From an optimization exercise on the open Yosys and OpenROAD flow, aimed at small area and few clock cycles; shortcuts taken in it are not production practice.
At most, simulation tests tie the RTL to the original design; equivalence was not proved.
Power and IR drop assume default switching activity.

==> 12-25 <==
## mips_top
module mips_top(
    input         clk,
    input         reset,
    output [31:0] imem_addr,
    input  [31:0] imem_data,
    output [31:0] dmem_addr,
    output [31:0] dmem_wdata,
    output        dmem_we,
    input  [31:0] dmem_rdata
    );
export LEC_CHECK = 0
export CAP_MARGIN = 20
export CORE_MARGIN = 2
export CORE_UTILIZATION = 48
export CTS_BUF_LIST = sky130_fd_sc_hd__clkbuf_16
export CTS_CLUSTER_DIAMETER = 60
export CTS_CLUSTER_SIZE = 24
export GPL_TIMING_DRIVEN = 0
export PLACE_DENSITY = 0.62
export SLEW_MARGIN = 20
export SYNTH_HIERARCHICAL = 1
create_clock -name core_clock -period 8.0 [get_ports {clk}]
standard.sh (not shown) runs the stock make flow with config.mk's settings and CLKGATE_MAP_FILE= SYNTH_SCRIPT=/design/flow/synth_recipe.tcl, a recipe that flattens the netlist after the stock synthesis.
==> flow/flow/run.sh <==
#!/bin/bash
# The standard layout, with one change: the port buffers are buf_1 cells
# (the standard flow picks a slow delay cell).
set -euo pipefail
export BUFFER_PORTS_ARGS="-buffer_cell sky130_fd_sc_hd__buf_1"
bash standard.sh > standard.log 2>&1
==> 10-21 (differences from 12-25) <==
==> flow/flow/run.sh (replaced) <==
#!/bin/bash
# The standard layout, with one change: the port buffers are buf_2 cells
# (the standard flow picks a slow delay cell).
set -euo pipefail
export BUFFER_PORTS_ARGS="-buffer_cell sky130_fd_sc_hd__buf_2"
bash standard.sh > standard.log 2>&1
--- a/flow/config.mk
+++ b/flow/config.mk
@@ -11,4 +11,4 @@
 export CTS_BUF_LIST = sky130_fd_sc_hd__clkbuf_16
-export CTS_CLUSTER_DIAMETER = 60
-export CTS_CLUSTER_SIZE = 24
+export CTS_CLUSTER_DIAMETER = 80
+export CTS_CLUSTER_SIZE = 28
 export GPL_TIMING_DRIVEN = 0
==> comparison <==
Between 10-21 and 12-25, the lower clock skew is in 10-21 (gap 0.0012 ns).
In combinational power, 10-21 and 12-25 hardly differ.
In 12-25 the final cell count is larger than in 10-21, by about 0.5%.
Synthesized cell count is the same in 12-25 and 10-21.
Wire length is about the same in 12-25 and 10-21.
In area after synthesis, 10-21 and 12-25 do not differ.
Of 10-21 and 12-25, 10-21 has the higher setup slack (gap 0.0048 ns).
Against 10-21, the hold slack of 12-25 is lower by 0.0021 ns.
In fmax, 10-21 and 12-25 hardly differ.
Testbench counts of 12-25, summed over its fixed seeds: cycles 74,808.
Testbench counts of 10-21, summed over its fixed seeds: cycles 74,808.

========
==> inputs of 03-27 <==
Another version of the RTL of mips_top (not shown whole).
==> module exec, before the edit <==
module exec(
	input         reset,
	input  [31:0] inst,
	input  [31:0] a,
	input  [31:0] b,
	input  [31:0] rdata,
	output [31:0] addr,
	output        eq,
	output [31:0] wd,
	output [15:0] wen);
	wire en, sub, subn, s_sum, s_ld, s_lt, s_aon, s_orn;
	exec_ctl ctl(.reset(reset), .inst(inst), .en(en), .sub(sub), .subn(subn),
		.s_sum(s_sum), .s_ld(s_ld), .s_lt(s_lt), .s_aon(s_aon), .s_orn(s_orn),
		.wen(wen));
	wire [31:0] t;
	wire        th;
	c_a21o th_(inst[31], inst[15], sub, th);
	wire [31:0] k;
	genvar i;
	generate
		for (i = 0; i < 32; i = i + 1) begin : kb
			wire bn;
			if (i < 16) begin : lo
				c_a21o  t_(inst[31], inst[i], sub, t[i]);
			end else begin : hi
				assign t[i] = th;
			end
			c_nand2 g(b[i], en, bn);
			c_xnor2 x(bn, t[i], k[i]);
		end
	endgenerate
	wire [31:0] sum = addr;
	wire [31:0] pn, gn;
	wire        cout;
	alu_add add(.a(a), .k(k), .cin(sub), .cinn(subn), .sum(addr), .pn(pn), .gn(gn), .cout(cout));
	exec_eq cmp(.pn(pn), .eq(eq));
	generate
		for (i = 0; i < 32; i = i + 1) begin : rb
			wire x;
			if (i == 0) begin : b0
				exec_r0 m(s_aon, gn[0], s_orn, pn[0], s_lt, cout, x);
			end else begin : bn
				c_o22ai m(s_aon, gn[i], s_orn, pn[i], x);
			end
			c_a221o o(s_ld, rdata[i], s_sum, sum[i], x, wd[i]);
		end
	endgenerate
endmodule
==> module exec_ctl, before the edit <==
module exec_ctl(
	input         reset,
	input  [31:0] inst,
	output        en, sub, subn, s_sum, s_ld, s_lt, s_aon, s_orn,
	output [15:0] wen);
	wire [5:0] op = inst[31:26];
	wire [3:0] fn = inst[3:0];
	wire isR  = (op == 6'b000000);
	wire isLW = (op == 6'b100011);
	wire r    = isR & ~reset;
	assign en    = ~op[5];
	assign sub   = ~op[5] & ~op[2] & fn[1];
	assign subn  = ~sub;
	assign s_sum = r & (fn[3:2] == 2'b00) & ~fn[0];
	assign s_ld  = isLW & ~reset;
	assign s_lt  = r & (fn == 4'b1010);
	assign s_aon = ~(r & (fn[3:1] == 3'b010));
	assign s_orn = ~(r & (fn == 4'b0101));
	wire [3:0] lo, hi;
	exec_wpre pre(.inst(inst), .isR(isR), .isLW(isLW), .lo(lo), .hi(hi));
	genvar i, j;
	generate
		for (i = 0; i < 4; i = i + 1) begin : h_
			for (j = 0; j < 4; j = j + 1) begin : l_
				c_a21o g(hi[i], lo[j], reset, wen[4*i + j]);
			end
		end
	endgenerate
endmodule
==> module mips_top, before the edit <==
module mips_top(
    input         clk,
    input         reset,
    output [31:0] imem_addr,
    input  [31:0] imem_data,
    output [31:0] dmem_addr,
    output [31:0] dmem_wdata,
    output        dmem_we,
    input  [31:0] dmem_rdata
    );
	wire [31:0] inst = imem_data;
	reg  [31:2] pc;
	reg  [31:0] rf [0:15];
	wire [511:0] q;
	genvar gi;
	generate
		for (gi = 0; gi < 16; gi = gi + 1) begin : rfq
			assign q[32*gi +: 32] = rf[gi];
		end
	endgenerate
	wire [31:0] a, b;
	rf_read rda(.sel(inst[24:21]), .q(q), .y(a));
	rf_read rdb(.sel(inst[19:16]), .q(q), .y(b));
	wire [31:0] wd;
	wire [15:0] wen;
	wire [31:0] addr;
	wire        eq;
	exec ex(.reset(reset), .inst(inst), .a(a), .b(b), .rdata(dmem_rdata),
		.addr(addr), .eq(eq), .wd(wd), .wen(wen));
	integer k;
	always @(posedge clk)
		for (k = 0; k < 16; k = k + 1)
			if (wen[k]) begin
				rf[k][31:4] <= wd[31:4];
				rf[k][3:0]  <= wd[3:0] | ({4{reset}} & k[3:0]);
			end
	wire [29:0] pcn;
	nextpc np(.reset(reset), .inst(inst), .pc(pc), .eq(eq), .pcn(pcn));
	always @(posedge clk)
		pc <= pcn;
	assign imem_addr  = {pc, 2'b00};
	assign dmem_addr  = addr;
	assign dmem_wdata = b;
	assign dmem_we    = (inst[31:26] == 6'b101011) & ~reset;
endmodule
clock: 8.0 ns
lec_check: 0
cap_margin: 20
core_margin: 2
core_utilization: 48
cts_buf_list: sky130_fd_sc_hd__clkbuf_16
cts_cluster_diameter: 80
cts_cluster_size: 28
gpl_timing_driven: 0
place_density: 0.62
slew_margin: 20
synth_hierarchical: 1
==> flow/flow/run.sh <==
#!/bin/bash
# The standard layout, with one change: the port buffers are buf_2 cells
# (the standard flow picks a slow delay cell).
set -euo pipefail
export BUFFER_PORTS_ARGS="-buffer_cell sky130_fd_sc_hd__buf_2"
bash standard.sh > standard.log 2>&1
==> 03-04 (differences from 03-27) <==
--- a/flow/design.v
+++ b/flow/design.v
@@ -98,11 +98,12 @@
 	output [31:0] addr,
 	output        eq,
 	output [31:0] wd,
-	output [15:0] wen);
+	output [15:0] wen0,
+	output [15:0] wen1);
 	wire en, sub, subn, s_sum, s_ld, s_lt, s_aon, s_orn;
 	exec_ctl ctl(.reset(reset), .inst(inst), .en(en), .sub(sub), .subn(subn),
 		.s_sum(s_sum), .s_ld(s_ld), .s_lt(s_lt), .s_aon(s_aon), .s_orn(s_orn),
-		.wen(wen));
+		.wen0(wen0), .wen1(wen1));
 	wire [31:0] t;
 	wire        th;
 	c_a21o th_(inst[31], inst[15], sub, th);
@@ -147,7 +148,8 @@
 	input         reset,
 	input  [31:0] inst,
 	output        en, sub, subn, s_sum, s_ld, s_lt, s_aon, s_orn,
-	output [15:0] wen);
+	output [15:0] wen0,
+	output [15:0] wen1);
 	wire [5:0] op = inst[31:26];
 	wire [3:0] fn = inst[3:0];
 	wire isR  = (op == 6'b000000);
@@ -167,7 +169,8 @@
 	generate
 		for (i = 0; i < 4; i = i + 1) begin : h_
 			for (j = 0; j < 4; j = j + 1) begin : l_
-				c_a21o g(hi[i], lo[j], reset, wen[4*i + j]);
+				c_a21o g0(hi[i], lo[j], reset, wen0[4*i + j]);
+				c_a21o g1(hi[i], lo[j], reset, wen1[4*i + j]);
 			end
 		end
 	endgenerate
@@ -708,18 +711,22 @@
 	rf_read rda(.sel(inst[24:21]), .q(q), .y(a));
 	rf_read rdb(.sel(inst[19:16]), .q(q), .y(b));
 	wire [31:0] wd;
-	wire [15:0] wen;
+	wire [15:0] wen0, wen1;
 	wire [31:0] addr;
 	wire        eq;
 	exec ex(.reset(reset), .inst(inst), .a(a), .b(b), .rdata(dmem_rdata),
-		.addr(addr), .eq(eq), .wd(wd), .wen(wen));
+		.addr(addr), .eq(eq), .wd(wd), .wen0(wen0), .wen1(wen1));
 	integer k;
 	always @(posedge clk)
 		for (k = 0; k < 16; k = k + 1)
-			if (wen[k]) begin
-				rf[k][31:4] <= wd[31:4];
+		begin
+			if (wen0[k]) begin
+				rf[k][15:4] <= wd[15:4];
 				rf[k][3:0]  <= wd[3:0] | ({4{reset}} & k[3:0]);
 			end
+			if (wen1[k])
+				rf[k][31:16] <= wd[31:16];
+		end
 	wire [29:0] pcn;
 	nextpc np(.reset(reset), .inst(inst), .pc(pc), .eq(eq), .pcn(pcn));
 	always @(posedge clk)
--- a/flow/config.mk
+++ b/flow/config.mk
@@ -7,11 +7,11 @@
 export LEC_CHECK = 0
 export CAP_MARGIN = 20
 export CORE_MARGIN = 2
-export CORE_UTILIZATION = 48
+export CORE_UTILIZATION = 56
 export CTS_BUF_LIST = sky130_fd_sc_hd__clkbuf_16
 export CTS_CLUSTER_DIAMETER = 80
 export CTS_CLUSTER_SIZE = 28
 export GPL_TIMING_DRIVEN = 0
-export PLACE_DENSITY = 0.62
+export PLACE_DENSITY = 0.7
 export SLEW_MARGIN = 20
 export SYNTH_HIERARCHICAL = 1
==> 01-22 (differences from 03-27) <==
--- a/flow/design.v
+++ b/flow/design.v
@@ -98,11 +98,12 @@
 	output [31:0] addr,
 	output        eq,
 	output [31:0] wd,
-	output [15:0] wen);
+	output [15:0] wen0,
+	output [15:0] wen1);
 	wire en, sub, subn, s_sum, s_ld, s_lt, s_aon, s_orn;
 	exec_ctl ctl(.reset(reset), .inst(inst), .en(en), .sub(sub), .subn(subn),
 		.s_sum(s_sum), .s_ld(s_ld), .s_lt(s_lt), .s_aon(s_aon), .s_orn(s_orn),
-		.wen(wen));
+		.wen0(wen0), .wen1(wen1));
 	wire [31:0] t;
 	wire        th;
 	c_a21o th_(inst[31], inst[15], sub, th);
@@ -147,7 +148,8 @@
 	input         reset,
 	input  [31:0] inst,
 	output        en, sub, subn, s_sum, s_ld, s_lt, s_aon, s_orn,
-	output [15:0] wen);
+	output [15:0] wen0,
+	output [15:0] wen1);
 	wire [5:0] op = inst[31:26];
 	wire [3:0] fn = inst[3:0];
 	wire isR  = (op == 6'b000000);
@@ -167,7 +169,8 @@
 	generate
 		for (i = 0; i < 4; i = i + 1) begin : h_
 			for (j = 0; j < 4; j = j + 1) begin : l_
-				c_a21o g(hi[i], lo[j], reset, wen[4*i + j]);
+				c_a21o g0(hi[i], lo[j], reset, wen0[4*i + j]);
+				c_a21o g1(hi[i], lo[j], reset, wen1[4*i + j]);
 			end
 		end
 	endgenerate
@@ -708,18 +711,22 @@
 	rf_read rda(.sel(inst[24:21]), .q(q), .y(a));
 	rf_read rdb(.sel(inst[19:16]), .q(q), .y(b));
 	wire [31:0] wd;
-	wire [15:0] wen;
+	wire [15:0] wen0, wen1;
 	wire [31:0] addr;
 	wire        eq;
 	exec ex(.reset(reset), .inst(inst), .a(a), .b(b), .rdata(dmem_rdata),
-		.addr(addr), .eq(eq), .wd(wd), .wen(wen));
+		.addr(addr), .eq(eq), .wd(wd), .wen0(wen0), .wen1(wen1));
 	integer k;
 	always @(posedge clk)
 		for (k = 0; k < 16; k = k + 1)
-			if (wen[k]) begin
-				rf[k][31:4] <= wd[31:4];
+		begin
+			if (wen0[k]) begin
+				rf[k][15:4] <= wd[15:4];
 				rf[k][3:0]  <= wd[3:0] | ({4{reset}} & k[3:0]);
 			end
+			if (wen1[k])
+				rf[k][31:16] <= wd[31:16];
+		end
 	wire [29:0] pcn;
 	nextpc np(.reset(reset), .inst(inst), .pc(pc), .eq(eq), .pcn(pcn));
 	always @(posedge clk)
==> comparison table <==
Worst Tran Pin Value: 03-04 1.13 ns; 01-22 1.20 ns; 03-27 1.04 ns
Met2 Wirelength: 03-04 37900 um; 01-22 38500 um; 03-27 38100 um
Area share of the leading cell type in the synthesized netlist: 03-04 60.9%; 01-22 60.9%; 03-27 61.2%
Result of the run: 03-04 timing/DRC/antenna clean; 01-22 timing/DRC/antenna clean; 03-27 timing/DRC/antenna clean
GR Layer Usage met1: 03-04 48.7%; 01-22 40.1%; 03-27 43.2%
Area fraction in compound gates after synthesis: 03-04 20.0%; 01-22 20.0%; 03-27 19.6%
Total iterations of the first detailed-routing run: 03-04 8; 01-22 11; 03-27 10
Hold path startpoint: 03-04 pc[18]; 01-22 pc[2]; 03-27 pc[18]
Global-route met2 utilization: 03-04 53.2%; 01-22 48.2%; 03-27 47.2%
Setup skew after layout: 03-04 0.0269 ns; 01-22 0.0433 ns; 03-27 0.0268 ns
Crit. Startpoint: 03-04 imem_data[18]; 01-22 imem_data[17]; 03-27 imem_data[19]
Met3 usage: 03-04 7.87%; 01-22 8.18%; 03-27 8.58%
Share of cell area taken by multi-input logic gates: 03-04 32.7%; 01-22 32.5%; 03-27 31.6%
Testbench counts of 03-27, summed over its fixed seeds: cycles 74,808.
Testbench counts of 03-04, summed over its fixed seeds: cycles 74,808.
Testbench counts of 01-22, summed over its fixed seeds: cycles 74,808.

========
==> job 1017 <==
mips_top, a different RTL version from the one above (not shown whole).
clock: 8.0 ns
lec_check: 0
cap_margin: 20
core_margin: 2
core_utilization: 48
gpl_timing_driven: 0
place_density: 0.62
slew_margin: 20
synth_hierarchical: 1
run.sh (not shown) runs the stock make flow with config.mk's settings and CLKGATE_MAP_FILE= SYNTH_SCRIPT=/design/flow/synth_recipe.tcl, a recipe that flattens the netlist after the stock synthesis.
Stock flow here: none of the scripts above is used.
==> inputs of job 3228, as changes to job 1017 <==
CORE_UTILIZATION = 40   (was 48)
GPL_TIMING_DRIVEN = default   (was 0)
PLACE_DENSITY = 0.6   (was 0.62)
==> comparison table <==
metric	job 3228	job 1017
Number of buffers created by CTS	57	58
GR Util All Layers	0.281	0.341
Seq area share	0.510	0.493
Critical path buffers and inverters	8	5
Final critical-path share of the clock period	0.979	0.986
Worst reg-to-reg setup slack	1710 ps	1820 ps
Tapcells	846	688
Clock latency at the later pin of the worst-skew pair	630 ps	640 ps
Worst slack on hold paths	576 ps	566 ps
Result of the run	finished clean	finished clean
Routability Congestion	0.913	0.814
Row count	92	84
Post-detailed-placement cell area	29200 sq um	30000 sq um
Number of fill cells	5445	3946
Total Die Area	66400 sq um	55500 sq um
Number of buffers inserted by post-CTS setup repair	7	40
Stages on the worst setup path	23	22
Design area	31300 sq um	32400 sq um
Core Box Area	63300 sq um	52800 sq um
Net switching share of the total power	0.271	0.270
Amount of wire on met2 after detailed routing	42.3 mm	41.7 mm
Testbench counts of job 1017, summed over its fixed seeds: cycles 74,808.
Testbench counts of job 3228, summed over its fixed seeds: cycles 74,808.

========
==> inputs of branch nickel <==
==> flow/design.v <==
`timescale 1ns / 1ps
module rf_aoi222(input a0, a1, b0, b1, c0, c1, output y);
	assign y = ~((a0 & a1) | (b0 & b1) | (c0 & c1));
endmodule
module rf_nand2(input a, b, output y);
	assign y = ~(a & b);
endmodule
module rf_nand6(input [5:0] a, output y);
	assign y = ~(&a);
endmodule
module rf_sel16(input [15:0] d, input [15:0] s, output y);
	wire [5:0] n;
	rf_aoi222 g0(d[0],  s[0],  d[1],  s[1],  d[2],  s[2],  n[0]);
	rf_aoi222 g1(d[3],  s[3],  d[4],  s[4],  d[5],  s[5],  n[1]);
	rf_aoi222 g2(d[6],  s[6],  d[7],  s[7],  d[8],  s[8],  n[2]);
	rf_aoi222 g3(d[9],  s[9],  d[10], s[10], d[11], s[11], n[3]);
	rf_aoi222 g4(d[12], s[12], d[13], s[13], d[14], s[14], n[4]);
	rf_nand2  g5(d[15], s[15], n[5]);
	rf_nand6  g6(n, y);
endmodule
module rf_read(input [3:0] sel, input [511:0] q, output [31:0] y);
	wire [15:0] oh = 16'd1 << sel;
	genvar i, j;
	generate
		for (j = 0; j < 32; j = j + 1) begin : bit_
			wire [15:0] col;
			for (i = 0; i < 16; i = i + 1) begin : reg_
				assign col[i] = q[32*i + j];
			end
			rf_sel16 m(.d(col), .s(oh), .y(y[j]));
		end
	endgenerate
endmodule
`timescale 1ns / 1ps
module mips_top(
    input         clk,
    input         reset,
    output [31:0] imem_addr,
    input  [31:0] imem_data,
    output [31:0] dmem_addr,
    output [31:0] dmem_wdata,
    output        dmem_we,
    input  [31:0] dmem_rdata
    );
	wire [31:0] inst = imem_data;
	wire [5:0]  op   = inst[31:26];
	wire [3:0]  fn   = inst[3:0];
	wire isR   = (op == 6'b000000);
	wire isLW  = (op == 6'b100011);
	wire isSW  = (op == 6'b101011);
	wire isBEQ = (op == 6'b000100);
	wire isJ   = (op == 6'b000010);
	reg  [31:2] pc;
	reg  [31:0] rf [0:15];
	wire [511:0] q;
	genvar gi;
	generate
		for (gi = 0; gi < 16; gi = gi + 1) begin : rfq
			assign q[32*gi +: 32] = rf[gi];
		end
	endgenerate
	wire [31:0] a, b;
	rf_read rda(.sel(inst[24:21]), .q(q), .y(a));
	rf_read rdb(.sel(inst[19:16]), .q(q), .y(b));
	wire [31:0] imm = {{16{inst[15]}}, inst[15:0]};
	wire        sub  = ~op[5] & (op[2] | fn[1]);
	wire [31:0] bop  = op[5] ? imm : b;
	wire [32:0] sum  = {1'b0, a} + {1'b0, bop ^ {32{sub}}} + {32'd0, sub};
	wire        ltu  = ~sum[32];
	wire        eq   = (sum[31:0] == 32'd0);
	reg  [31:0] rres;
	always @(*) begin
		case (fn)
			4'b0000, 4'b0010: rres = sum[31:0];
			4'b0100:          rres = a & b;
			4'b0101:          rres = a | b;
			4'b1010:          rres = {31'd0, ltu};
			default:          rres = 32'd0;
		endcase
	end
	wire        we   = isR | isLW;
	wire [3:0]  wreg = isR ? inst[14:11] : inst[19:16];
	wire [31:0] wd   = isLW ? dmem_rdata : rres;
	wire [31:0] wd0  = reset ? 32'd0 : wd;
	wire [3:0]  wd1  = reset ? 4'hf : wd[3:0];
	integer k, i;
	always @(posedge clk) begin
		for (k = 0; k < 16; k = k + 1)
			if (reset | (we & (wreg == k))) begin
				rf[k][31:4] <= wd0[31:4];
				for (i = 0; i < 4; i = i + 1)
					rf[k][i] <= ((k >> i) & 1) ? wd1[i] : wd0[i];
			end
	end
	wire [31:2] pc4 = pc + 30'd1;
	wire [31:2] pcb = pc4 + imm[29:0];
	always @(posedge clk) begin
		if (reset)
			pc <= 30'd0;
		else if (isJ)
			pc <= {pc4[31:28], inst[25:0]};
		else if (isBEQ & eq)
			pc <= pcb;
		else
			pc <= pc4;
	end
	assign imem_addr  = {pc, 2'b00};
	assign dmem_addr  = sum[31:0];
	assign dmem_wdata = b;
	assign dmem_we    = isSW & ~reset;
endmodule
==> flow/run.sh <==
#!/bin/bash
# synth_recipe.tcl (not shown) runs the flow's synth.tcl, then flattens the netlist and writes it again
# the make line also repeats each setting of config.mk as NAME=value (left out here)
make -C /OpenROAD-flow-scripts/flow DESIGN_CONFIG=/design/flow/config.mk WORK_HOME=/design/flow/orfs CLKGATE_MAP_FILE= SYNTH_SCRIPT=/design/flow/synth_recipe.tcl finish
==> flow/config.mk <==
export PLATFORM = sky130hd
export DESIGN_NAME = mips_top
export DESIGN_NICKNAME = mips_top
export VERILOG_FILES = /design/flow/design.v
export SDC_FILE = /design/flow/constraint.sdc
export NUM_CORES = 4
export LEC_CHECK = 0
export CAP_MARGIN = 20
export CORE_MARGIN = 2
export CORE_UTILIZATION = 40
export PLACE_DENSITY = 0.6
export SLEW_MARGIN = 20
export SYNTH_HIERARCHICAL = 1
==> flow/constraint.sdc <==
create_clock -name core_clock -period 8.0 [get_ports {clk}]
set_input_delay 1.6000 -clock core_clock [delete_from_list [all_inputs] [get_ports {clk}]]
set_output_delay 1.6000 -clock core_clock [all_outputs]
set_load 0.01 [all_outputs]
==> branch umber: changes against branch nickel <==
--- a/flow/config.mk
+++ b/flow/config.mk
@@ -9,4 +9,5 @@
 export CORE_MARGIN = 2
-export CORE_UTILIZATION = 40
-export PLACE_DENSITY = 0.6
+export CORE_UTILIZATION = 65
+export GPL_TIMING_DRIVEN = 0
+export PLACE_DENSITY = 0.75
 export SLEW_MARGIN = 20
==> qor summary <==
quantity                                                  branch nickel              branch umber
FMAX                                                            127 MHz                   123 MHz
Grt met2 use                                                      48.1%                     74.0%
WL met1                                                         42.1 mm                   35.7 mm
CP Capture Point                                           dmem_addr[5]             dmem_addr[26]
Summed negative setup slack over all endpoints                     0 ps                   -174 ps
Net switching fraction of the power                               29.5%                     29.9%
Total met3 wirelength after detailed routing                    13.8 mm                   22.3 mm
Global-route wire length before repair                           160 mm                    167 mm
Post-route insts no fill                                          3,631                     3,077
Worst setup path start                                    imem_data[17]             imem_data[19]
Sequential share of power                                         42.3%                     42.8%
Clock-cell share of area                                          5.07%                     5.39%
Post-DR vias/cell                                                  6.81                      8.56
Placer's final routability congestion estimate                    0.953                      1.01
Die footprint                                                71,600 µm²                44,400 µm²
Final-stage net count                                             2,787                     2,616
Run status                                      complete, no violations  finished with violations
Layout check failures                                                 -              setup timing
Final number of setup-violating endpoints                             0                         4
Via count                                                        24,700                    26,300
Detailed placer's ending HPWL                                   73.6 mm                   71.8 mm
No run of this note included a check of the RTL's function; only the layout flow was run.

==> separate check: timing with driven ports <==
The flow's constraints put no driver on any port. The routed layouts listed below were extracted and timed again, unchanged, in two steps.
Step 1 assumes that a clkbuf_16 drives the clock port and a buf_2 every other input.
Step 2 adds t to the input delays and takes it off the output delays; t is the mean of the earliest and latest rising clock arrival at the registers after step 1. Input paths then give back, and output paths get back, about the clock's delay inside the block.
Three values: no drivers, after step 1, after step 2; two values: the first two.
| run | shift t [ns] | slack for setup (ns) | hold WS [ns] | clock arrival spread, ns | pins driven straight from the clock port |
|---|---|---|---|---|---|
| 12-25 | 0.650 | 0.197 / 0.166 / 0.166 | 0.571 / 0.571 / 0.571 | 0.039 / 0.040 | 1 |
| 10-21 | 0.674 | 0.202 / 0.179 / 0.179 | 0.573 / 0.573 / 0.573 | 0.038 / 0.039 | 1 |
| 03-27 | 0.671 | 0.112 / 0.091 / 0.091 | 0.573 / 0.573 / 0.573 | 0.026 / 0.027 | 1 |
| 03-04 | 0.663 | 0.132 / 0.105 / 0.105 | 0.576 / 0.576 / 0.576 | 0.026 / 0.027 | 1 |
| 01-22 | 0.667 | 0.146 / 0.120 / 0.120 | 0.583 / 0.583 / 0.583 | 0.043 / 0.043 | 1 |
| job 1017 | 0.694 | 0.114 / 0.087 / -0.038 | 0.566 / 0.566 / 0.566 | 0.026 / 0.026 | 1 |
| job 3228 | 0.675 | 0.169 / 0.128 / 0.040 | 0.576 / 0.576 / 0.576 | 0.028 / 0.028 | 1 |
| branch nickel | 0.700 | 0.123 / 0.061 / 0.061 | 0.597 / 0.597 / 0.597 | 0.028 / 0.028 | 1 |
| branch umber | 0.703 | -0.110 / -0.155 / -0.155 | 0.622 / 0.622 / 0.622 | 0.033 / 0.033 | 1 |
With both steps, setup timing fails in job 1017, where it was met with ideal ports. The setup slack of job 1017, which loses most, moves by -0.027 ns with the drivers and by -0.152 ns with both steps.
